This design comes from an exercise in tuning for small area, a short achievable clock period and few clock cycles per item on the open sky130 flow, not from production work.
In this exercise RTL edits were held to simulation tests only and were not proved equivalent to the original.

==> flow/design.v, too long to show whole: its modules and the start of the top module <==
// module Cfu: 166 lines
// module cfu_ssum: 110 lines
// module cfu_prod: 725 lines
// module cfu_dp: 929 lines
module Cfu (
    input               cmd_valid,
    output              cmd_ready,
    input      [9:0]    cmd_payload_function_id,
    input      [31:0]   cmd_payload_inputs_0,
    input      [31:0]   cmd_payload_inputs_1,
    output              rsp_valid,
    input               rsp_ready,
    output     [31:0]   rsp_payload_outputs_0,
    input               reset,
    input               clk
);
  // ...
==> flow/flow/run.sh <==
#!/bin/bash
cp standard.sh standard_sh_copy.txt
export SETUP_SLACK_MARGIN=10.0
export BUFFER_PORTS_ARGS="-buffer_cell sky130_fd_sc_hd__buf_2"
bash standard.sh finish > standard_finish.log 2>&1
==> flow/standard.sh <==
#!/bin/bash
# synth_recipe.tcl (not shown) runs the flow's synth.tcl, then flattens the netlist and writes it again
# the make line also repeats each setting of config.mk as NAME=value (left out here)
make -C /OpenROAD-flow-scripts/flow DESIGN_CONFIG=/design/flow/config.mk WORK_HOME=/design/flow/orfs CLKGATE_MAP_FILE= SYNTH_SCRIPT=/design/flow/synth_recipe.tcl "${@:-finish}"
==> flow/config.mk <==
export PLATFORM = sky130hd
export DESIGN_NAME = Cfu
export DESIGN_NICKNAME = Cfu
export VERILOG_FILES = /design/flow/design.v
export SDC_FILE = /design/flow/constraint.sdc
export NUM_CORES = 4
export LEC_CHECK = 0
export CAP_MARGIN = 20
export CORE_MARGIN = 2
export CORE_UTILIZATION = 60
export SLEW_MARGIN = 20
==> flow/constraint.sdc <==
create_clock -name core_clock -period 20.0 [get_ports {clk}]
set_input_delay 4.0000 -clock core_clock [delete_from_list [all_inputs] [get_ports {clk}]]
set_output_delay 4.0000 -clock core_clock [all_outputs]
set_load 0.01 [all_outputs]
==> impl_metrics.ini, run 1 <==
[outcome]
outcome = complete, no violations

[critical_path]
cp-startpoint = cmd_payload_function_id[3]
r2r_cells = 25
crit_top_cell = buf_2
cp_cell_sequence = buf_2, or2_2, nor2_4, clkbuf_16, a22o_1, a221oi_1, nand2_1, o21ai_0, o21ai_1, buf_2
crit_family = compound AO/OA/AOI/OAI gates

[logic_synthesis]
syn_area_sq_um = 34200
yosysTopAreaCell = fa_1
yosys.area_share.simple = 0.107
synth_mux_area_frac = 0.0695
synthCells = 3344
synth-compound-area-share = 0.118
synth_flop_cell = edfxtp_1

[die]
rows = 87
coreArea_sq_um = 56400
nWellTaps = 756
initial_utilization = 0.606
pin_count = 112

[cells_and_area]
regArea_sq_um = 10700
inv_count = 471
final_cell_mix = inv_1, fa_1, nand2_1

[timing]
setup_viol = 0
max_freq_ghz = 0.100
rsz0062_at_grt = true

[detailed_routing]
first_pass_iters = 8
drt_wl_total_microns = 118000
vias = 26157
drt-met1-wl_microns = 42000
detail-route-antenna-nets = 0

[cts]
tritoncts = yes
clk_latency_ps = 620
clkTransAtPathRegs_ps = 60

[job]
drv_cap = 0

[min_path]
holdPathStages = 2
hp-class = flip-flop to flip-flop

[grt]
met2_usage = 0.652
Testbench counts, summed over its fixed seeds: cycles 13,495, items 12,741.
==> inputs of run 2 (changes only) <==
==> flow/flow/run.sh (replaced) <==
#!/bin/bash
cp standard.sh standard_sh_copy.txt
export SETUP_SLACK_MARGIN=10.5
export BUFFER_PORTS_ARGS="-buffer_cell sky130_fd_sc_hd__buf_2"
bash standard.sh finish > standard_finish.log 2>&1
==> impl_metrics.ini, run 2 <==
[detailed_routing]
highest_layer = met5
met3_length_microns = 12900
drcViolationCount = 0
drt_wl_total_microns = 120000
drt_iter0_markers = 2786
first_pass_iters = 8
drt-vias-per-instance = 6.30
route.met2.wl_microns = 55600
detail-route-antenna-nets = 0
drt-met1-wl_microns = 42800
wl_per_cell_microns = 28.4
vias = 26476

[job]
drv_cap = 0

[cts]
tritoncts = yes
hold_buffers = 0
cts.sinks = 422
h-tree-depth = 2
clk_latency_ps = 620
clockRootBuffer = clkbuf_16
clock_path_buffers = 3
clkTransAtPathRegs_ps = 60
cts_buffers = 47

[logic_synthesis]
syn_area_per_cell_sq_um = 10.2
synth_seq_cells = 422
synth_flop_cell = edfxtp_1
yosys.area_share.simple = 0.107
synth-compound-area-share = 0.118
synthCells = 3344
synthXorXnorAreaFrac = 0.0498
yosysTopAreaCell = fa_1
syn-num-nets = 3902
yosys_warnings = 1
synth-edff-count = 222
synth_top_family_by_area = adder cells
synth_mux_area_frac = 0.0695
ys_top_cells_by_area = fa_1, edfxtp_1, dfxtp_1
synth_cell_types = 69
ys_async_sr_fraction = 0
yosys-top-cells-count = inv_1, fa_1, nand2_1
synth_most_common_cell = inv_1
yosysSeqAreaShare = 0.312
syn_area_sq_um = 34200
synthAdderAreaFrac = 0.270
yosysTopAreaCellShare = 0.252

[timing]
tns_ps = 0
max_freq_ghz = 0.103
hold_viol = 0
fin_hold_ws_ps = 470
slew_headroom = 0.202
drv_slew = 0
timing.final.ws_setup_ps = 10310
setup_viol = 0
fin_crit_sh = 0.484
fin_skew_ps = 41.1
tightest_slew_ps = 1160
min_period_ps = 9690
rsz0062_at_grt = true

[cells_and_area]
layout-drive-gt1-share = 0.121
fillers = 4465
final_cell_mix = inv_1, fa_1, nand2_1
syn2layout_area_growth_pct = 10.9
finish.net_count = 3965
final_common_cell = inv_1
finalInstanceArea_sq_um = 37900
fin_cells = 4205

[die]
die_h_microns = 243
rows = 87
die_area_sq_um = 58900
initial_utilization = 0.606
pin_count = 112
coreArea_sq_um = 56400
die_w_microns = 243

[critical_path]
start_kind = input port
end_kind = primary output
rr_endpoint = accumulator[31]$_SDFFE_PP0P_
path_class = input port to primary output
r2r_cells = 27
reg2reg_from = op_mac$_SDFF_PP0_
r2r_slack_ps = 11740
cp.required_ps = 16000
cp_max_fo = 7
arrival_ps = 5690

[grt]
first_global_vias = 27366
grt_use_total = 0.410
grt_first_pass_wirelength_microns = 177000
grt-ovfl-total = 0
antenna_found_initial = 6
grt_max_degree = 74

[placement]
placed_cell_area_sq_um = 35500
portBuffers = 108
gp_congestion = 0.947
placedCellCount = 4089
pre_cts_ws_ps = 9440
hpwl_microns = 83100

[min_path]
min_to = sg[3]$_SDFFE_PP0P_
hp-class = flip-flop to flip-flop
holdPathStages = 2
hp-start = sg[3]$_SDFFE_PP0P_

[outcome]
outcome = complete, no violations
run 2: changes by cell type in the layout (fill, tap and decap cells not counted), sizes merged:
cell | before | now
buf | 178 | 198
bufbuf | 0 | 2
clkbuf | 64 | 65
diode | 3 | 4
run 2: cell type report:
type                            instances  area, sq um  area share
Multi-Input combinational cell       2263        21300       0.563
Sequential cell                       422        10700       0.282
Inverter                              471         1770      0.0467
Timing Repair Buffer                  202         1620      0.0426
Clock buffer                           63         1330      0.0351
Tap cell                              756          946      0.0250
Clock inverter                         24          216     0.00571
Antenna cell                            4         10.0    0.000264
run 2: metrics by stage:
| step | utilization |
|---|---|
| floorplan | - |
| global placement | 0.630 |
| detailed placement | 0.630 |
| CTS | 0.669 |
| global route | 0.672 |
| finish | 0.672 |
run 2: routing by layer:
| metal | vias to the layer above | track usage |
|---|---|---|
| li1 | 11170 | - |
| met1 | 13269 | 0.508 |
| met2 | 1650 | 0.656 |
| met3 | 385 | 0.105 |
| met4 | 2 | 0.238 |
| met5 | - | 0 |
run 2: critical path, cell delays in order:
cell      delay, ps
buf_12          110
or2_4           260
nor2_4          200
buf_12          160
buf_16          120
buf_12          130
a22o_1          140
a221oi_2         50
nand2_1          90
o21ai_1          60
o21ai_1         170
buf_4           180
run 2: kinds of logic after synthesis:
group	Yosys count
xor gates and xnor gates	192
DFF	422
buffers and inverters	660
and+or+nand+nor	807
AOI/OAI and AO/OA	593
muxes	190
adders and majority gates	480
run 2: how the worst max path moves through the flow:
stage / startpoint / endpoint / cells after the start
after floorplan: cmd_payload_function_id[4] / rsp_payload_outputs_0[11] / 9
after global placement: cmd_payload_function_id[6] / rsp_valid / 6
after detailed placement: cmd_payload_function_id[6] / rsp_valid / 6
after CTS: cmd_payload_function_id[3] / rsp_payload_outputs_0[7] / 11
after global routing: cmd_payload_function_id[4] / rsp_payload_outputs_0[16] / 12
final: cmd_payload_function_id[4] / rsp_payload_outputs_0[16] / 12
run 2: repair_timing:
item                                    4_1_cts  5_1_grt
pin swaps                                    29       22
cloned                                        7        1
buffers inserted                             12        5
endpoints found under the setup margin       34       33
resized for setup                           114       28
==> inputs of run 3 (changes only) <==
==> flow/flow/run.sh (replaced) <==
#!/bin/bash
cp standard.sh standard_sh_copy.txt
export SETUP_SLACK_MARGIN=11.0
export BUFFER_PORTS_ARGS="-buffer_cell sky130_fd_sc_hd__buf_2"
bash standard.sh finish > standard_finish.log 2>&1
==> impl_metrics.ini, run 3 <==
[critical_path]
path_class = input port to primary output
cp_max_fo = 8
crit_path_top_delay_cell = or2_4
cpPeakStageDelay_ps = 270
start_kind = input port
cp.required_ps = 16000
arrival_ps = 5690
cp_cell_sequence = buf_12, or2_4, nor2_4, buf_12, buf_16, a22o_1, a221oi_2, nand2_1, o21ai_1, o21ai_1, buf_2
end_kind = primary output

[logic_synthesis]
synth_cell_types = 69
yosysTopAreaCell = fa_1
synth_flop_cell = edfxtp_1
yosys_warnings = 1
yosysTopAreaCellShare = 0.252
syn_area_per_cell_sq_um = 10.2
synth-edff-count = 222
yosys-top-cells-count = inv_1, fa_1, nand2_1
synth_seq_cells = 422
ys_async_sr_fraction = 0
syn-num-nets = 3902
synthCells = 3344
ys_top_cells_by_area = fa_1, edfxtp_1, dfxtp_1
synth_most_common_cell = inv_1
yosysSeqAreaShare = 0.312
syn_area_sq_um = 34200

[timing]
tns_ps = 0
fin_hold_ws_ps = 488
tightest_slew_ps = 1120
fin_crit_sh = 0.484
max_freq_ghz = 0.103
rsz0062_at_grt = true
setup_viol = 0
min_period_ps = 9690
hold_viol = 0
slew_headroom = 0.248
drv_slew = 0
fin_skew_ps = 41.4

[cts]
h-tree-depth = 2
clk_latency_ps = 620
tritoncts = yes
clock_path_buffers = 3
cts_buffers = 47
cts.sinks = 422
clockRootBuffer = clkbuf_16
clkTransAtPathRegs_ps = 60

[die]
die_h_microns = 243
coreArea_sq_um = 56400
initial_utilization = 0.606
die_w_microns = 243
pin_count = 112
rows = 87
die_area_sq_um = 58900

[grt]
grt-ovfl-total = 0
grt_use_total = 0.416
antenna_found_initial = 12
grt_first_pass_wirelength_microns = 180000
grt_max_degree = 74
first_global_vias = 28165

[detailed_routing]
first_pass_iters = 6
detail-route-antenna-nets = 0
drcViolationCount = 0
drt_iter0_markers = 2887
drt_wl_total_microns = 122000
vias = 26969
drt-vias-per-instance = 6.36
wl_per_cell_microns = 28.7

[cells_and_area]
final_common_cell = inv_1
final_cell_mix = inv_1, fa_1, nand2_1
finish.net_count = 4001
layout-drive-gt1-share = 0.140
fin_cells = 4242
syn2layout_area_growth_pct = 12.7

[min_path]
hp-class = flip-flop to flip-flop

[job]
drv_cap = 0

[outcome]
outcome = complete, no violations

[placement]
hpwl_microns = 84600
gp_congestion = 0.921
portBuffers = 108
placedCellCount = 4098
[run 3: cell counts after synthesis]
No cell type changed its count.
[run 3: through the flow]
step,setup WS [ps],instance area [sq um],util
2_1_floorplan,10880,34600,-
3_3_place_gp,9390,35800,0.636
3_5_place_dp,9380,35900,0.637
4_1_cts,10390,38200,0.678
5_1_grt,10280,38500,0.683
6_report,10310,38500,0.683
[run 3: final timing paths]
check / cells after the start / slack (ps) / end / start
setup / recovery: 11 / 10310 / rsp_payload_outputs_0[26] / cmd_payload_function_id[3]
hold / removal: 2 / 490 / FilterOffset[26]$_SDFFE_PP0P_ / FilterOffset[26]$_SDFFE_PP0P_
setup reg to reg: 27 / 11360 / kprod[27]$_DFFE_PP_ / op_mac$_SDFF_PP0_
hold reg to reg: 2 / 490 / FilterOffset[26]$_SDFFE_PP0P_ / FilterOffset[26]$_SDFFE_PP0P_
[run 3: cell families after synthesis]
family / after synthesis / share of synthesized area
xor gates and xnor gates: 192 / 0.0498
adders and majority gates: 480 / 0.270
and+or+nand+nor: 807 / 0.107
DFF: 422 / 0.312
muxes: 190 / 0.0695
AOI/OAI and AO/OA: 593 / 0.118
buffers and inverters: 660 / 0.0739
[run 3: what timing repair did]
| item | CTS | global route |
|---|---|---|
| setup endpoints to repair | 35 | 58 |
| hold buffers | 0 | 0 |
| gates resized for setup | 82 | 27 |
| gates cloned | 9 | 1 |
| setup buffers | 24 | 18 |
| hold endpoints to repair | 0 | 0 |
| pin swaps | 65 | 32 |
[run 3: worst max-delay path, delay by kind of cell]
kind	cells	cell delay, ps
buffers and inverters	4	600
and+or+nand+nor	3	580
AOI/OAI and AO/OA	4	490
[run 3: cell type report]
cell class              instances  area [sq um]
multi-input cells            2263         21600
fillers                      4518         17900
flip-flops and latches        422         10700
repair buffers                238          1970
inverters                     471          1770
clock buffers                  65          1330
well taps                     756           946
clock inverters                22           255
diodes                          5          12.5
[run 3: layer usage]
layer  track usage  vias up  routed length (microns)
met2         0.667     1750                    56400
met3        0.0950      462                    13600
met1         0.518    13485                    42700
met5             0        -                       38
li1              -    11266                        -
met4         0.253        6                     8790
==> module Cfu, before the edit <==
module Cfu (
    input               cmd_valid,
    output              cmd_ready,
    input      [9:0]    cmd_payload_function_id,
    input      [31:0]   cmd_payload_inputs_0,
    input      [31:0]   cmd_payload_inputs_1,
    output              rsp_valid,
    input               rsp_ready,
    output     [31:0]   rsp_payload_outputs_0,
    input               reset,
    input               clk
);
    reg [31:0] InputOffset, FilterOffset, accumulator;
    reg [31:0] acc0, acc1, acc2, acc3, global_input;
    reg  [3:0] zf;       
    reg [31:0] kprod;    
    reg [31:0] cg;       
    reg [31:0] hold;     
    reg  [9:0] sg;       
    reg [14:0] bdig;     
    reg [17:0] pa, pb;   
    reg        pend;     
    reg        f0seen;   
    reg        f0ph;     
    reg  [2:0] kstep;    
    reg        op_mac, op_cg, op_p2;
    reg  [1:0] op_k;
    reg  [3:0] rdhaz;    
    wire       op_p1 = f0ph;    
    wire [31:0] in0 = cmd_payload_inputs_0;
    wire [31:0] in1 = cmd_payload_inputs_1;
    wire [6:0]  f   = cmd_payload_function_id[9:3];
    wire [15:0] lo = 16'd1 << f[3:0];
    wire  [3:0] l2 = 4'd1 << f[1:0];
    wire fz    = ~(f[6] | f[5] | f[4]);
    wire is0   = fz & lo[0];
    wire is1   = fz & lo[1];
    wire is2   = fz & lo[2];
    wire is3   = fz & lo[3];
    wire is4   = fz & lo[4];
    wire is5   = fz & lo[5];
    wire isMac = fz & (lo[6] | lo[7] | lo[8] | lo[9]);
    wire is10  = fz & lo[10];
    wire isRd  = fz & (lo[11] | lo[12] | lo[13] | lo[14]);
    wire fast  = is0 | is5 | isMac | is10 | isRd;    
    wire [1:0] kmac = {~f[1], f[0]};               
    wire kbusy = (kstep != 3'd0);
    wire stall = (is0 & ~f0ph)
               | ((is0 | is5 | isMac) & kbusy)
               | (is4 & op_p2)
               | (isRd & rdhaz[f[1:0]]);
    assign cmd_ready = ~pend & ~stall;
    wire   accept    = cmd_valid & cmd_ready;
    assign rsp_valid = pend | (accept & fast);
    wire [31:0] acc0z = acc0 & {32{~zf[0]}};
    wire [31:0] acc1z = acc1 & {32{~zf[1]}};
    wire [31:0] acc2z = acc2 & {32{~zf[2]}};
    wire [31:0] acc3z = acc3 & {32{~zf[3]}};
    wire [31:0] accsel_r = f[1] ? (f[0] ? acc0z : acc3z) : (f[0] ? acc2z : acc1z);
    assign rsp_payload_outputs_0 = pend ? hold : (f[3] ? accsel_r : accumulator);
    reg [31:0] rval;
    always @(*) begin
        if (is0 | is4)            rval = accumulator;
        else if (is2 | is3)       rval = in0;
        else if (isRd)            rval = accsel_r;
        else                      rval = 32'd0;
    end
    wire [31:0] pu = f0seen ? in1 : global_input;
    wire [17:0] qa, qb;
    cfu_prod prod (.U(pu), .V(in0), .A(qa), .B(qb));
    wire [31:0] sin = f0seen ? in1 : in0;
    wire [9:0]  s0;
    cfu_ssum ssum (.W(sin), .S(s0));
    reg  [9:0]  snext;
    always @(*) begin
        case (kstep)
            3'd1: snext = {2'b00, InputOffset[31:24]};
            3'd2: snext = {2'b00, InputOffset[23:16]};
            3'd3: snext = {2'b00, InputOffset[15:8]};
            3'd4: snext = {2'b00, InputOffset[7:0]};
            3'd5: snext = sg;
            default: snext = s0;
        endcase
    end
    wire [10:0] se = {snext, 1'b0};
    reg  [4:0]  bone, btwo, bneg;
    integer j;
    always @(*) begin
        for (j = 0; j < 5; j = j + 1) begin
            bone[j] = se[2*j+1] ^ se[2*j];
            btwo[j] = (se[2*j+2] & ~se[2*j+1] & ~se[2*j]) | (~se[2*j+2] & se[2*j+1] & se[2*j]);
            bneg[j] = se[2*j+2];
        end
    end
    wire kstepping = (kstep >= 3'd2);
    reg [31:0] accsel_m;
    always @(*) begin
        case (op_k)
            2'd0: accsel_m = acc0;
            2'd1: accsel_m = acc1;
            2'd2: accsel_m = acc2;
            default: accsel_m = acc3;
        endcase
    end
    wire        pen = op_mac | op_p1;
    wire [31:0] X = (op_mac | op_p1) ? InputOffset : FilterOffset;
    wire [31:0] C = op_mac ? cg : ((op_p1 | op_cg) ? {kprod[29:0], 2'b00} : 32'd0);
    wire [31:0] M = kstepping ? ((kstep == 3'd2) ? 32'd0 : {kprod[23:0], 8'd0}) :
                    (op_p1 | op_p2) ? accumulator :
                    (op_mac & ~zf[op_k]) ? accsel_m : 32'd0;
    wire [31:0] R;
    cfu_dp dp (.A(pa), .B(pb), .pen(pen), .X(X), .M(M), .C(C),
               .bone(bdig[4:0]), .btwo(bdig[9:5]), .bneg(bdig[14:10]), .R(R));
    always @(posedge clk) begin
        bdig <= {bneg, btwo, bone};
        pa <= qa;
        pb <= qb;
        if (~pend) hold <= rval;
        if (reset) begin
            InputOffset <= 32'd0;
            FilterOffset <= 32'd0;
            accumulator <= 32'd0;
            zf <= 4'b1111;
            global_input <= 32'd0;
            sg <= 10'd0;
            pend <= 1'b0;
            f0seen <= 1'b0;
            f0ph <= 1'b0;
            kstep <= 3'd1;       
            op_mac <= 1'b0; op_cg <= 1'b0; op_p2 <= 1'b0;
            op_k <= 2'd0;
            rdhaz <= 4'd0;
        end else begin
            pend <= pend ? ~rsp_ready : (accept & (~fast | ~rsp_ready));
            f0seen <= cmd_valid & ~pend & is0 & ~f0seen & ~f0ph & ~kbusy;
            f0ph <= f0seen;
            op_p2  <= accept & is0;
            op_mac <= accept & isMac;
            op_k   <= kmac;
            rdhaz  <= {4{accept & isMac}} & {l2[2], l2[1], l2[0], l2[3]};
            op_cg  <= (accept & is5) | ((kstep == 3'd5) & ~(accept & (is2 | is3)));
            if (accept & is2) InputOffset <= in0;
            if (accept & is3) FilterOffset <= in0;
            if (accept & (is2 | is3)) kstep <= 3'd1;
            else if (kbusy) kstep <= (kstep == 3'd5) ? 3'd0 : kstep + 3'd1;
            if (kstepping) kprod <= R;
            if (op_cg) cg <= R;
            if (accept & is5) begin
                global_input <= in0;
                sg <= s0;
            end
            if (accept & is1) accumulator <= 32'd0;
            else if (op_p1 | op_p2) accumulator <= R;
            if (accept & is10) zf <= 4'b1111;
            else if (op_mac) zf <= zf & ~(4'b0001 << op_k);
        end
        if (op_mac) begin
            case (op_k)
                2'd0: acc0 <= R;
                2'd1: acc1 <= R;
                2'd2: acc2 <= R;
                default: acc3 <= R;
            endcase
        end
    end
endmodule
==> inputs of run 4 (changes only) <==
--- a/flow/design.v
+++ b/flow/design.v
@@ -21,5 +21,4 @@
     reg [17:0] pa, pb;   
     reg        pend;     
-    reg        f0seen;   
     reg        f0ph;     
     reg  [2:0] kstep;    
@@ -66,8 +65,9 @@
         else                      rval = 32'd0;
     end
-    wire [31:0] pu = f0seen ? in1 : global_input;
+    wire        f0first = ~f[3] & ~f[2] & ~f0ph;    
+    wire [31:0] pu = (f[3] | f[2]) ? global_input : in1;
     wire [17:0] qa, qb;
     cfu_prod prod (.U(pu), .V(in0), .A(qa), .B(qb));
-    wire [31:0] sin = f0seen ? in1 : in0;
+    wire [31:0] sin = f0first ? in1 : in0;
     wire [9:0]  s0;
     cfu_ssum ssum (.W(sin), .S(s0));
@@ -125,5 +125,4 @@
             sg <= 10'd0;
             pend <= 1'b0;
-            f0seen <= 1'b0;
             f0ph <= 1'b0;
             kstep <= 3'd1;       
@@ -133,6 +132,5 @@
         end else begin
             pend <= pend ? ~rsp_ready : (accept & (~fast | ~rsp_ready));
-            f0seen <= cmd_valid & ~pend & is0 & ~f0seen & ~f0ph & ~kbusy;
-            f0ph <= f0seen;
+            f0ph <= cmd_valid & ~pend & is0 & ~f0ph & ~kbusy;
             op_p2  <= accept & is0;
             op_mac <= accept & isMac;
==> flow/flow/run.sh (replaced) <==
#!/bin/bash
cp standard.sh standard_sh_copy.txt
export SETUP_SLACK_MARGIN=10.5
export BUFFER_PORTS_ARGS="-buffer_cell sky130_fd_sc_hd__buf_2"
bash standard.sh finish > standard_finish.log 2>&1
==> impl_metrics.ini, run 4 <==
[logic_synthesis]
yosys-top-cells-count = inv_1, fa_1, nand2_1
syn-num-nets = 3931
synth_flop_cell = edfxtp_1
syn_area_per_cell_sq_um = 10.2
synth_most_common_cell = inv_1
synth_cell_types = 72
synth-edff-count = 222
yosys_warnings = 1
synth_seq_cells = 421
ys_async_sr_fraction = 0
ys_top_cells_by_area = fa_1, edfxtp_1, dfxtp_1
syn_area_sq_um = 34500
yosysTopAreaCell = fa_1
yosysTopAreaCellShare = 0.249
yosysSeqAreaShare = 0.308
synthCells = 3373

[detailed_routing]
drcViolationCount = 0
vias = 26619
drt_wl_total_microns = 117000
first_pass_iters = 6
drt-vias-per-instance = 6.30
wl_per_cell_microns = 27.6
detail-route-antenna-nets = 0
drt_iter0_markers = 2760

[timing]
tns_ps = 0
slew_headroom = 0.159
fin_crit_sh = 0.483
setup_viol = 0
hold_viol = 0
min_period_ps = 9670
rsz0062_at_grt = true
fin_hold_ws_ps = 453
drv_slew = 0
tightest_slew_ps = 1260
max_freq_ghz = 0.103
fin_skew_ps = 36.9

[critical_path]
cp_max_fo = 8
cp-startpoint = cmd_payload_function_id[4]
end_kind = primary output
arrival_ps = 5670
start_kind = input port
path_class = input port to primary output
cp.required_ps = 16000
reg2reg_from = op_mac$_SDFF_PP0_

[min_path]
hp-start = global_input[29]$_SDFFE_PP0P_
hp-class = flip-flop to flip-flop

[placement]
hpwl_microns = 79800
portBuffers = 108
gp_congestion = 0.920

[cts]
cts.sinks = 421
clockRootBuffer = clkbuf_16
h-tree-depth = 2
clk_latency_ps = 620
clock_path_buffers = 3
tritoncts = yes
clkTransAtPathRegs_ps = 50
cts_buffers = 46

[grt]
grt_use_total = 0.396
grt_max_degree = 76
first_global_vias = 27658
antenna_found_initial = 14
grt_first_pass_wirelength_microns = 174000
grt-ovfl-total = 0

[cells_and_area]
layout-drive-gt1-share = 0.123
postLayoutCoreUtil = 0.676
final_cell_mix = inv_1, fa_1, nand2_1
syn2layout_area_growth_pct = 10.8
final_common_cell = inv_1
finish.net_count = 3980
fillers = 4568

[die]
initial_utilization = 0.610
die_w_microns = 244
pin_count = 112
coreArea_sq_um = 56600
die_area_sq_um = 59500
die_h_microns = 244
rows = 87

[outcome]
outcome = complete, no violations

[job]
drv_cap = 0
run 4: cell count changes in the layout (fill, tap and decap cells not counted), moves of 8 or more:
| cell | delta |
|---|---|
| nor2_1 | -107 |
| nand2_1 | +81 |
| nor2b_1 | +64 |
| buf_4 | -38 |
| a21oi_1 | +19 |
| inv_1 | -18 |
| buf_2 | +10 |
| a221oi_1 | +9 |
| a221oi_2 | -9 |
| and2_1 | +9 |
| mux2i_4 | +8 |
| o21ai_1 | -8 |
| o21ai_2 | -8 |
run 4: cells by family (layout without fill, tap and decap cells):
family                     count (synthesis)  in the layout  share of synthesized area
AOI/OAI and AO/OA                        587            587                      0.116
xor gates and xnor gates                 193            193                     0.0495
adders and majority gates                480            480                      0.267
buffers and inverters                    650            734                     0.0735
DFF                                      421            421                      0.308
muxes                                    184            184                     0.0665
other                                      0             10                          0
and+or+nand+nor                          858            858                      0.118
run 4: worst paths after layout:
path                                         to  slack, ps  depth (start not counted)
setup / recovery      rsp_payload_outputs_0[22]      10330                         10
hold / removal    global_input[29]$_SDFFE_PP0P_        450                          2
setup reg to reg   accumulator[31]$_SDFFE_PP0P_      11330                         26
hold reg to reg   global_input[29]$_SDFFE_PP0P_        450                          2
run 4: cell type report:
type	count	area, sq um	share of cell area
Antenna cell	10	25.0	0.000654
Timing Repair Buffer	201	1590	0.0414
Tap cell	756	946	0.0247
Clock buffer	64	1290	0.0337
Sequential cell	421	10700	0.278
Multi-Input combinational cell	2302	21800	0.570
Inverter	450	1690	0.0441
Clock inverter	19	263	0.00686
run 4: through the flow:
stage	worst slack, ps	instance area (sq um)	std cells
finish	10330	38300	4223
global route	10330	38300	4220
CTS	10400	38000	4204
detailed placement	9620	35800	4099
global placement	9670	35800	4099
floorplan	10450	34600	3373
run 4: worst max-delay path, stage by stage:
cell,delay [ps]
buf_12,110
or2_4,270
nor2_4,250
buf_6,190
buf_16,160
a221oi_2,110
nand2_1,80
o21ai_0,70
o21ai_0,250
buf_2,200
run 4: timing repair:
item,in CTS,in global routing
gates resized for setup,93,50
gates cloned,7,2
hold buffers,0,0
buffers inserted,15,7
setup endpoints to repair,36,36
pin swaps,29,41
run 4: routing by layer:
metal,vias to the layer above,track usage,part of all wire
met5,-,0,0.00029
met4,4,0.203,0.061
met3,350,0.0843,0.11
met2,1661,0.622,0.46
met1,13358,0.521,0.37
li1,11246,-,-
Testbench counts of run 4, summed over its fixed seeds: cycles 13,214, items 12,741.
==> inputs of run 5 (changes only) <==
--- a/flow/design.v
+++ b/flow/design.v
@@ -42,5 +42,5 @@
     wire is10  = fz & lo[10];
     wire isRd  = fz & (lo[11] | lo[12] | lo[13] | lo[14]);
-    wire fast  = is0 | is5 | isMac | is10 | isRd;    
+    wire fast  = is0 | is4 | is5 | isMac | is10 | isRd;    
     wire [1:0] kmac = {~f[1], f[0]};               
     wire kbusy = (kstep != 3'd0);
==> impl_metrics.ini, run 5 <==
[outcome]
outcome = complete, no violations

[die]
die_h_microns = 244
coreArea_sq_um = 56600
die_w_microns = 244
die_area_sq_um = 59400
rows = 87
pin_count = 112
initial_utilization = 0.609

[grt]
grt_first_pass_wirelength_microns = 180000
grt_busiest_layer = met2
first_global_vias = 27778
grt_use_met3 = 0.0998
met2_usage = 0.647
antenna_found_initial = 7
grtUsageMet1 = 0.532
grt_use_total = 0.415
grt_max_degree = 75
grt-ovfl-total = 0

[timing]
fin_crit_sh = 0.480
max_freq_ghz = 0.104
fin_skew_ps = 24.2
slew_headroom = 0.237
min_period_ps = 9600
drv_slew = 0
setup_viol = 0
hold_viol = 0
tns_ps = 0
rsz0062_at_grt = true
timing.final.ws_setup_ps = 10400
tightest_slew_ps = 1140

[logic_synthesis]
synth_flop_cell = edfxtp_1
synth_most_common_cell = inv_1
yosys_warnings = 1
synth_seq_cells = 421
synth-edff-count = 222
synth_cell_types = 73
yosysSeqAreaShare = 0.309
synthCells = 3385
ys_top_cells_by_area = fa_1, edfxtp_1, dfxtp_1
syn-num-nets = 3943
ys_async_sr_fraction = 0
syn_area_sq_um = 34500
yosys-top-cells-count = inv_1, fa_1, nand2_1
yosysTopAreaCellShare = 0.250
syn_area_per_cell_sq_um = 10.2
yosysTopAreaCell = fa_1

[cts]
clock_path_buffers = 3
clk_latency_ps = 610
clkTransAtPathRegs_ps = 60
tritoncts = yes
cts_buffers = 48
h-tree-depth = 2
clockRootBuffer = clkbuf_16
cts.sinks = 421
hold_buffers = 0

[placement]
hpwl_microns = 83600
portBuffers = 108
gp_congestion = 0.965
pre_cts_ws_ps = 9660

[critical_path]
cp.required_ps = 16000
cp_max_fo = 8
crit_family = buffers and inverters
cpPeakStageDelay_ps = 260
cp_num_buf_inv = 4
crit_top_cell = buf_12
end_kind = primary output
start_kind = input port
crit_path_top_delay_cell = or2_4
cp_cell_sequence = buf_12, or2_4, nor2_4, buf_12, buf_16, a221oi_2, nor2_1, a21oi_2, o21ai_2, buf_2
arrival_ps = 5600
path_class = input port to primary output

[detailed_routing]
first_pass_iters = 6
drt_wl_total_microns = 122000
detail-route-antenna-nets = 0
drcViolationCount = 0
drt_iter0_markers = 3069
vias = 27207
wl_per_cell_microns = 28.9
drt-vias-per-instance = 6.42

[cells_and_area]
final_cell_mix = inv_1, fa_1, nand2_1
finish.net_count = 4005
fillers = 4447
final_common_cell = inv_1
layout-drive-gt1-share = 0.128
syn2layout_area_growth_pct = 11.5

[min_path]
hp-class = flip-flop to flip-flop

[job]
drv_cap = 0
[run 5: worst register-to-register path, cell delays in order (launching register included)]
cell and delay [ps]:
dfxtp_1 300, buf_4 410, nor2_4 90, buf_4 310, inv_2 330, buf_4 680, nand2_1 170, nand2_1 500
a22oi_1 220, xnor2_1 190, fa_1 520, inv_1 50, fa_1 410, fa_1 510, inv_1 50, fa_1 440
ha_1 210, fa_1 370, ha_1 400, a31o_2 330, a21oi_1 440, nand2_1 260, inv_1 120, and2_1 230
o32ai_1 150, xnor2_1 640, nand2_1 110, a21oi_1 180
[run 5: kinds of logic (layout without fill, tap and decap cells)]
family / after synthesis / count (layout) / share of synthesized area
buffers and inverters: 659 / 755 / 0.0733
adder cells (fa/ha/maj): 480 / 480 / 0.268
XOR/XNOR: 192 / 192 / 0.0494
multiplexers: 180 / 180 / 0.0656
flip-flops: 421 / 421 / 0.309
AND/OR/NAND/NOR: 858 / 858 / 0.118
other: 0 / 3 / 0
AO/OA/AOI/OAI: 595 / 595 / 0.116
[run 5: layout make-up]
class	instances	area, sq um	area share
Tap cell	756	946	0.0246
Clock inverter	12	106	0.00277
Inverter	455	1710	0.0444
Multi-Input combinational cell	2305	21900	0.570
Timing Repair Buffer	216	1710	0.0446
Clock buffer	72	1390	0.0362
Antenna cell	3	7.51	0.000195
Sequential cell	421	10700	0.277
[run 5: final timing paths]
| path | cells after the start | end | slack (ps) | start |
|---|---|---|---|---|
| min | 2 | sg[4]$_SDFFE_PP0P_ | 450 | sg[4]$_SDFFE_PP0P_ |
| min reg2reg | 2 | sg[4]$_SDFFE_PP0P_ | 450 | sg[4]$_SDFFE_PP0P_ |
| max reg2reg | 27 | accumulator[31]$_SDFFE_PP0P_ | 11310 | op_mac$_SDFF_PP0_ |
| max | 10 | rsp_payload_outputs_0[30] | 10400 | cmd_payload_function_id[4] |
[run 5: routing by layer]
layer / part of all wire / up-vias / wire length, microns
met5: 0.00042 / - / 51
met4: 0.067 / 6 / 8220
met3: 0.12 / 427 / 14500
met2: 0.46 / 1846 / 56000
met1: 0.36 / 13642 / 43600
li1: - / 11286 / -
[run 5: repair_timing]
action / in CTS / in global routing
gates resized for setup: 106 / 36
buffers inserted: 11 / 16
gates cloned: 7 / 2
pin swaps: 13 / 30
endpoints found under the setup margin: 36 / 36
[run 5: through the flow]
stage	hold WS, ps	util	std cells	cell area, sq um
6_report	455	0.679	4240	38400
5_1_grt	469	0.679	4237	38400
4_1_cts	455	0.672	4219	38000
3_5_place_dp	447	0.633	4117	35800
3_3_place_gp	441	0.633	4117	35800
2_1_floorplan	436	-	3385	34500
Testbench counts of run 5, summed over its fixed seeds: cycles 13,166, items 12,741.
==> inputs of run 6 (changes only) <==
--- a/flow/config.mk
+++ b/flow/config.mk
@@ -8,4 +8,4 @@
 export CAP_MARGIN = 20
 export CORE_MARGIN = 2
-export CORE_UTILIZATION = 60
+export CORE_UTILIZATION = 70
 export SLEW_MARGIN = 20
==> impl_metrics.ini, run 6 <==
[outcome]
outcome = complete, no violations

[cts]
cts.sinks = 421
hold_buffers = 0
cts_buffers = 46
tritoncts = yes
h-tree-depth = 2
clk_latency_ps = 620
clock_path_buffers = 3
clockRootBuffer = clkbuf_16
clkTransAtPathRegs_ps = 50

[logic_synthesis]
yosys-top-cells-count = inv_1, fa_1, nand2_1
yosysTopAreaCell = fa_1
synth_seq_cells = 421
ys_async_sr_fraction = 0
synth_cell_types = 73
syn-num-nets = 3943
synth_flop_cell = edfxtp_1
synthCells = 3385
synth-edff-count = 222
synth_most_common_cell = inv_1
yosysTopAreaCellShare = 0.250
syn_area_sq_um = 34500
ys_top_cells_by_area = fa_1, edfxtp_1, dfxtp_1
yosysSeqAreaShare = 0.309
yosys_warnings = 1
syn_area_per_cell_sq_um = 10.2

[detailed_routing]
vias = 27895
drt_wl_total_microns = 119000
detail-route-antenna-nets = 0
wl_per_cell_microns = 28.5
drcViolationCount = 0
drt_iter0_markers = 3780
first_pass_iters = 6
drt-vias-per-instance = 6.70

[timing]
fin_crit_sh = 0.484
hold_viol = 0
tns_ps = 0
fin_skew_ps = 43.3
setup_viol = 0
timing.final.ws_setup_ps = 10310
min_period_ps = 9690
rsz0062_at_grt = true
tightest_slew_ps = 1100
slew_headroom = 0.265
max_freq_ghz = 0.103
drv_slew = 0

[grt]
grtUsageMet1 = 0.590
grt_first_pass_wirelength_microns = 173000
grt_use_total = 0.468
grt_busiest_layer = met2
grt-ovfl-total = 0
first_global_vias = 27843
antenna_found_initial = 11
met2_usage = 0.714
grt_use_met3 = 0.126
grt_max_degree = 92

[cells_and_area]
final_common_cell = inv_1
fillers = 3167
regArea_sq_um = 10700
multi_input_area_sq_um = 21700
finish.net_count = 4009
postLayoutCoreUtil = 0.785
final_cell_mix = inv_1, fa_1, nand2_1
syn2layout_area_growth_pct = 11.0
layout-drive-gt1-share = 0.127

[die]
die_h_microns = 226
pin_count = 112
coreArea_sq_um = 48700
rows = 81
die_area_sq_um = 51000
initial_utilization = 0.707
die_w_microns = 226

[critical_path]
crit_path_top_delay_cell = or2_4
crit_family = buffers and inverters
crit_top_cell = buf_12
end_kind = primary output
cp_num_buf_inv = 4
cp_cell_sequence = buf_12, or2_4, nor2_4, buf_12, buf_16, a22o_1, a221oi_2, nor2_1, a21oi_1, o21ai_2, buf_2
cpPeakStageDelay_ps = 270
path_class = input port to primary output
start_kind = input port
cp.required_ps = 16000
arrival_ps = 5690
cp_max_fo = 7

[placement]
hpwl_microns = 79500
pre_cts_ws_ps = 9660
portBuffers = 108
gp_congestion = 0.973

[min_path]
hp-class = flip-flop to flip-flop

[job]
drv_cap = 0
-- run 6: cell counts after synthesis --
No cell type changed its count.
-- run 6: worst reg2reg max path: cells and delay by family, from the launching register on --
family / cells / cell delay (ps)
flip-flops: 1 / 310
XOR/XNOR: 2 / 890
buffers and inverters: 7 / 2140
AND/OR/NAND/NOR: 6 / 1180
AO/OA/AOI/OAI: 5 / 1110
adder cells (fa/ha/maj): 7 / 2850
-- run 6: layout make-up --
| cell class | count | share of cell area |
|---|---|---|
| multi-input combinational | 2305 | 0.568 |
| sequential | 421 | 0.279 |
| timing repair buffer | 222 | 0.0458 |
| inverter | 455 | 0.0447 |
| clock buffer | 57 | 0.0325 |
| tap | 664 | 0.0217 |
| clock inverter | 28 | 0.00792 |
| antenna | 9 | 0.000589 |
-- run 6: what timing repair did --
| action | CTS | global route |
|---|---|---|
| hold endpoints to repair | 0 | 0 |
| endpoints found under the setup margin | 36 | 34 |
| resized for setup | 96 | 21 |
| buffers inserted | 12 | 26 |
| cloned | 7 | 2 |
| pin swaps | 8 | 23 |
-- run 6: stage by stage --
step / cells / instance area, sq um / hold WS, ps
floorplan: 3385 / 34500 / 436
global placement: 4020 / 35600 / 441
detailed placement: 4020 / 35600 / 446
CTS: 4124 / 37900 / 454
global route: 4156 / 38200 / 470
finish: 4161 / 38300 / 455
-- run 6: worst paths after layout --
kind                                 from                      endpoint  slack (ps)  cells past startpoint
min          global_input[1]$_SDFFE_PP0P_  global_input[1]$_SDFFE_PP0P_         450                      2
min reg2reg  global_input[1]$_SDFFE_PP0P_  global_input[1]$_SDFFE_PP0P_         450                      2
max            cmd_payload_function_id[3]     rsp_payload_outputs_0[31]       10310                     11
max reg2reg             op_mac$_SDFF_PP0_  accumulator[31]$_SDFFE_PP0P_       11400                     27
-- run 6: cell families after synthesis --
| group | share of synthesized area |
|---|---|
| AND/OR/NAND/NOR | 0.118 |
| buffers and inverters | 0.0733 |
| AO/OA/AOI/OAI | 0.116 |
| adder cells (fa/ha/maj) | 0.268 |
| flip-flops | 0.309 |
| XOR/XNOR | 0.0494 |
| multiplexers | 0.0656 |
-- run 6: routing by layer --
| layer | vias up | wire length [microns] |
|---|---|---|
| met1 | 13684 | 39600 |
| met4 | 6 | 9700 |
| met3 | 608 | 16200 |
| li1 | 11311 | - |
| met2 | 2286 | 53300 |
| met5 | - | 38 |
==> inputs of run 7 (changes only) <==
==> flow/flow/run.sh (replaced) <==
#!/bin/bash
cp standard.sh standard_sh_copy.txt
export SETUP_SLACK_MARGIN=10.5
export TNS_END_PERCENT=0
export BUFFER_PORTS_ARGS="-buffer_cell sky130_fd_sc_hd__buf_2"
bash standard.sh finish > standard_finish.log 2>&1
--- a/flow/config.mk
+++ b/flow/config.mk
@@ -8,4 +8,4 @@
 export CAP_MARGIN = 20
 export CORE_MARGIN = 2
-export CORE_UTILIZATION = 70
+export CORE_UTILIZATION = 60
 export SLEW_MARGIN = 20
==> impl_metrics.ini, run 7 <==
[logic_synthesis]
synth_mux_area_frac = 0.0656
syn_area_per_cell_sq_um = 10.2
syn-num-nets = 3943
synth-edff-count = 222
ys_async_sr_fraction = 0
synth_seq_cells = 421
yosysTopAreaCellShare = 0.250
yosys.area_share.simple = 0.118
yosysTopAreaCell = fa_1
yosys_warnings = 1
yosys-top-cells-count = inv_1, fa_1, nand2_1
synth_cell_types = 73
synthAdderAreaFrac = 0.268
synth-compound-area-share = 0.116
synth_flop_cell = edfxtp_1
synth_top_family_by_area = adder cells
ys_top_cells_by_area = fa_1, edfxtp_1, dfxtp_1
synthCells = 3385
syn_area_sq_um = 34500
yosysSeqAreaShare = 0.309
synth_most_common_cell = inv_1
synthXorXnorAreaFrac = 0.0494

[detailed_routing]
drt-vias-per-instance = 6.39
drcViolationCount = 0
vias = 26975
wl_per_cell_microns = 28.9
first_pass_iters = 6
detail-route-antenna-nets = 0
drt_iter0_markers = 2982
drt_wl_total_microns = 122000

[critical_path]
start_kind = input port
cp_max_fo = 16
cpPeakStageDelay_ps = 250
cp_cell_sequence = buf_8, nand2b_4, nor2_4, buf_12, a22o_1, a221oi_4, nor2_1, a21oi_1, o21ai_2, buf_2
end_kind = primary output
path_class = input port to primary output
arrival_ps = 5690
cp.required_ps = 16000
crit_path_top_delay_cell = nor2_4

[timing]
max_freq_ghz = 0.103
slew_headroom = 0.236
fin_crit_sh = 0.484
tns_ps = 0
fin_skew_ps = 24.7
tightest_slew_ps = 1150
hold_viol = 0
rsz0062_at_grt = true
min_period_ps = 9690
setup_viol = 0
drv_slew = 0

[die]
coreArea_sq_um = 56600
die_w_microns = 244
rows = 87
die_area_sq_um = 59400
die_h_microns = 244
initial_utilization = 0.609
pin_count = 112

[cells_and_area]
final_cell_mix = inv_1, fa_1, nand2_1
finish.net_count = 3988
final_common_cell = inv_1
syn2layout_area_growth_pct = 10.5
postLayoutCoreUtil = 0.673
layout-drive-gt1-share = 0.118

[cts]
h-tree-depth = 2
tritoncts = yes
clkTransAtPathRegs_ps = 60
cts.sinks = 421
clk_latency_ps = 600
clock_path_buffers = 3
cts_buffers = 48
clockRootBuffer = clkbuf_16

[grt]
first_global_vias = 27646
grt_first_pass_wirelength_microns = 179000
grt_max_degree = 75
antenna_found_initial = 6
grt-ovfl-total = 0
grt_use_total = 0.413

[placement]
hpwl_microns = 83600
gp_congestion = 0.965
portBuffers = 108

[outcome]
outcome = complete, no violations

[job]
drv_cap = 0

[min_path]
hp-class = flip-flop to flip-flop
[run 7: worst paths after layout]
kind	from	endpoint	slack [ps]	depth (start not counted)
max reg2reg	op_mac$_SDFF_PP0_	accumulator[31]$_SDFFE_PP0P_	11240	27
max	cmd_payload_function_id[4]	rsp_payload_outputs_0[24]	10310	10
min	global_input[3]$_SDFFE_PP0P_	global_input[3]$_SDFFE_PP0P_	460	2
min reg2reg	global_input[3]$_SDFFE_PP0P_	global_input[3]$_SDFFE_PP0P_	460	2
[run 7: logic make-up after synthesis]
family / after synthesis
buf+inv: 659
flops: 421
mux: 180
fa+ha+maj: 480
xor+xnor: 192
simple gates: 858
compound gates: 595
[run 7: repair_timing]
action	in CTS	in global routing
buffers inserted	7	5
hold buffers	0	0
endpoints found under the hold margin	0	0
resized for setup	87	24
endpoints found under the setup margin	36	35
cloned	5	2
pin swaps	8	9
[run 7: worst max-delay path: cells and delay by family]
kind            cells  cell delay, ps
compound gates      4             590
buf+inv             3             530
simple gates        3             520
[run 7: routing by layer]
| layer | share of wire | track usage | wire length (microns) |
|---|---|---|---|
| met5 | 0.00011 | 0 | 13 |
| met4 | 0.067 | 0.246 | 8210 |
| met2 | 0.46 | 0.639 | 55700 |
| met1 | 0.36 | 0.530 | 44200 |
| met3 | 0.11 | 0.0985 | 13900 |
[run 7: cell type report]
cell class	instances	area [sq um]
Multi-Input combinational cell	2305	21800
Sequential cell	421	10700
Clock buffer	72	1390
Clock inverter	12	106
Timing Repair Buffer	199	1530
Antenna cell	2	5.00
Inverter	455	1710
Tap cell	756	946
Fill cell	4495	18500
[run 7: through the flow]
| stage | setup WS [ps] | std cells | hold WS (ps) | area [sq um] |
|---|---|---|---|---|
| final | 10310 | 4222 | 455 | 38100 |
| after global routing | 10300 | 4220 | 469 | 38100 |
| after CTS | 10410 | 4213 | 455 | 37800 |
| after detailed placement | 9660 | 4117 | 447 | 35800 |
| after global placement | 9750 | 4117 | 441 | 35800 |
| after floorplan | 10460 | 3385 | 436 | 34500 |
==> inputs of run 8 (changes only) <==
==> flow/flow/run.sh (replaced) <==
#!/bin/bash
cp standard.sh standard_sh_copy.txt
export SETUP_SLACK_MARGIN=10.5
export TNS_END_PERCENT=10
export BUFFER_PORTS_ARGS="-buffer_cell sky130_fd_sc_hd__buf_2"
bash standard.sh finish > standard_finish.log 2>&1
==> impl_metrics.ini, run 8 <==
[timing]
drv_slew = 0
fin_crit_sh = 0.482
fin_skew_ps = 28.7
max_freq_ghz = 0.104
fin_hold_ws_ps = 454
min_period_ps = 9630
tightest_slew_ps = 1150
tns_ps = 0
setup_viol = 0
rsz0062_at_grt = true
slew_headroom = 0.231
hold_viol = 0

[outcome]
outcome = complete, no violations

[logic_synthesis]
synthCells = 3385
synth-edff-count = 222
yosys_warnings = 1
yosysSeqAreaShare = 0.309
syn_area_sq_um = 34500
synth_cell_types = 73
ys_async_sr_fraction = 0
syn-num-nets = 3943
synth_flop_cell = edfxtp_1
yosysTopAreaCellShare = 0.250
syn_area_per_cell_sq_um = 10.2
synth_seq_cells = 421
yosys-top-cells-count = inv_1, fa_1, nand2_1
synth_most_common_cell = inv_1
yosysTopAreaCell = fa_1
ys_top_cells_by_area = fa_1, edfxtp_1, dfxtp_1

[grt]
met2_usage = 0.646
antenna_found_initial = 6
first_global_vias = 27684
grt-ovfl-total = 0
grt_max_degree = 75
grt_use_met3 = 0.0957
grt_first_pass_wirelength_microns = 179000
grt_busiest_layer = met2
grtUsageMet1 = 0.534
grt_use_total = 0.414

[cts]
clkTransAtPathRegs_ps = 60
h-tree-depth = 2
clock_path_buffers = 3
clk_latency_ps = 600
cts.sinks = 421
cts_buffers = 48
tritoncts = yes
hold_buffers = 0
clockRootBuffer = clkbuf_16

[cells_and_area]
finalInstanceArea_sq_um = 38100
regArea_sq_um = 10700
layout-drive-gt1-share = 0.119
multi_input_area_sq_um = 21700
final_cell_mix = inv_1, fa_1, nand2_1
final_common_cell = inv_1
postLayoutCoreUtil = 0.673
finish.net_count = 3990
syn2layout_area_growth_pct = 10.5
fin_cells = 4224
fillers = 4491

[detailed_routing]
first_pass_iters = 8
drcViolationCount = 0
drt_wl_total_microns = 122000
detail-route-antenna-nets = 0
wl_per_cell_microns = 28.9
vias = 27128
drt_iter0_markers = 2911
drt-vias-per-instance = 6.42

[placement]
hpwl_microns = 83600
placedCellCount = 4117
placed_cell_area_sq_um = 35800
portBuffers = 108
gp_congestion = 0.965

[die]
initial_utilization = 0.609
die_w_microns = 244
die_h_microns = 244
die_area_sq_um = 59400
coreArea_sq_um = 56600
pin_count = 112
rows = 87

[critical_path]
end_kind = primary output
start_kind = input port
cp.required_ps = 16000
cp_max_fo = 16
path_class = input port to primary output
arrival_ps = 5630

[job]
drv_cap = 0

[min_path]
hp-class = flip-flop to flip-flop
-- run 8: path summary, 6_finish.rpt --
kind / from / end / slack (ps) / cells after the start
max: cmd_payload_function_id[4] / rsp_payload_outputs_0[20] / 10370 / 10
min: global_input[3]$_SDFFE_PP0P_ / global_input[3]$_SDFFE_PP0P_ / 450 / 2
min reg2reg: global_input[3]$_SDFFE_PP0P_ / global_input[3]$_SDFFE_PP0P_ / 450 / 2
max reg2reg: op_mac$_SDFF_PP0_ / accumulator[31]$_SDFFE_PP0P_ / 11230 / 27
-- run 8: area by class of cell --
type                            count  area share
Antenna cell                        2    0.000131
Clock buffer                       72      0.0365
Clock inverter                     12     0.00279
Inverter                          455      0.0448
Multi-Input combinational cell   2305       0.571
Sequential cell                   421       0.280
Tap cell                          756      0.0248
Timing Repair Buffer              201      0.0400
-- run 8: metal layers --
metal / part of all wire / vias up
met5: 0.00011 / -
met4: 0.068 / 2
met3: 0.11 / 434
met2: 0.46 / 1884
met1: 0.36 / 13548
li1: - / 11260
-- run 8: what timing repair did --
| item | 4_1_cts | 5_1_grt |
|---|---|---|
| cloned | 6 | 1 |
| endpoints found under the setup margin | 36 | 35 |
| setup buffers | 9 | 5 |
| pin swaps | 10 | 9 |
| gates resized for setup | 87 | 24 |
-- run 8: through the flow --
| step | worst slack [ps] |
|---|---|
| floorplan | 10460 |
| global placement | 9750 |
| detailed placement | 9660 |
| CTS | 10410 |
| global route | 10340 |
| finish | 10370 |
-- run 8: cell families (layout without fill, tap and decap cells) --
kind of cell	Yosys count	in the layout	synth area share
multiplexers	180	180	0.0656
other	0	2	0
buffers and inverters	659	740	0.0733
XOR/XNOR	192	192	0.0494
AND/OR/NAND/NOR	858	858	0.118
adder cells (fa/ha/maj)	480	480	0.268
AO/OA/AOI/OAI	595	595	0.116
flip-flops	421	421	0.309
-- run 8: worst max-delay path, cell delays in order --
cell and delay [ps]:
buf_12 120, nand2b_4 160, nor2_4 240, buf_12 220, a22o_1 210, a221oi_4 60
nor2_1 130, a21oi_2 50, o21ai_2 230, buf_2 180

==> static timing again, ports no longer ideal <==
In the flow no input, the clock included, has a driving cell. The finished layouts below were timed again as built, in two steps. Step 1: set_driving_cell puts a clkbuf_16 on clk and a buf_2 on each other input, an assumption about the parent block. Step 2 also shifts input and output timing later by t, the mid clock arrival at the registers, as if the neighbouring blocks saw the same clock. Slacks: ideal / step 1 / step 2; pairs: ideal / step 1.
run | t, ns | slack for setup (ns) | worst setup path after step 2 | slew at the worst register clock pin (ns) | pins driven straight from the clock port
run 1 | 0.659 | 10.011 / 9.985 / 9.985 | input to output | 0.07 / 0.07 | 1
run 2 | 0.661 | 10.314 / 10.268 / 10.268 | input to output | 0.07 / 0.07 | 1
run 3 | 0.657 | 10.312 / 10.264 / 10.264 | input to output | 0.07 / 0.07 | 1
run 4 | 0.669 | 10.330 / 10.256 / 10.038 | input to register | 0.07 / 0.07 | 1
run 5 | 0.655 | 10.396 / 10.295 / 10.069 | input to register | 0.06 / 0.06 | 1
run 6 | 0.665 | 10.310 / 10.250 / 9.942 | input to register | 0.07 / 0.07 | 1
run 7 | 0.655 | 10.311 / 10.272 / 9.903 | input to register | 0.06 / 0.06 | 1
run 8 | 0.655 | 10.368 / 10.321 / 9.884 | input to register | 0.06 / 0.06 | 1
After both steps every run listed still meets setup and hold. The setup slack of run 8, which loses most, moves by -0.047 ns with the drivers and by -0.484 ns with both steps.
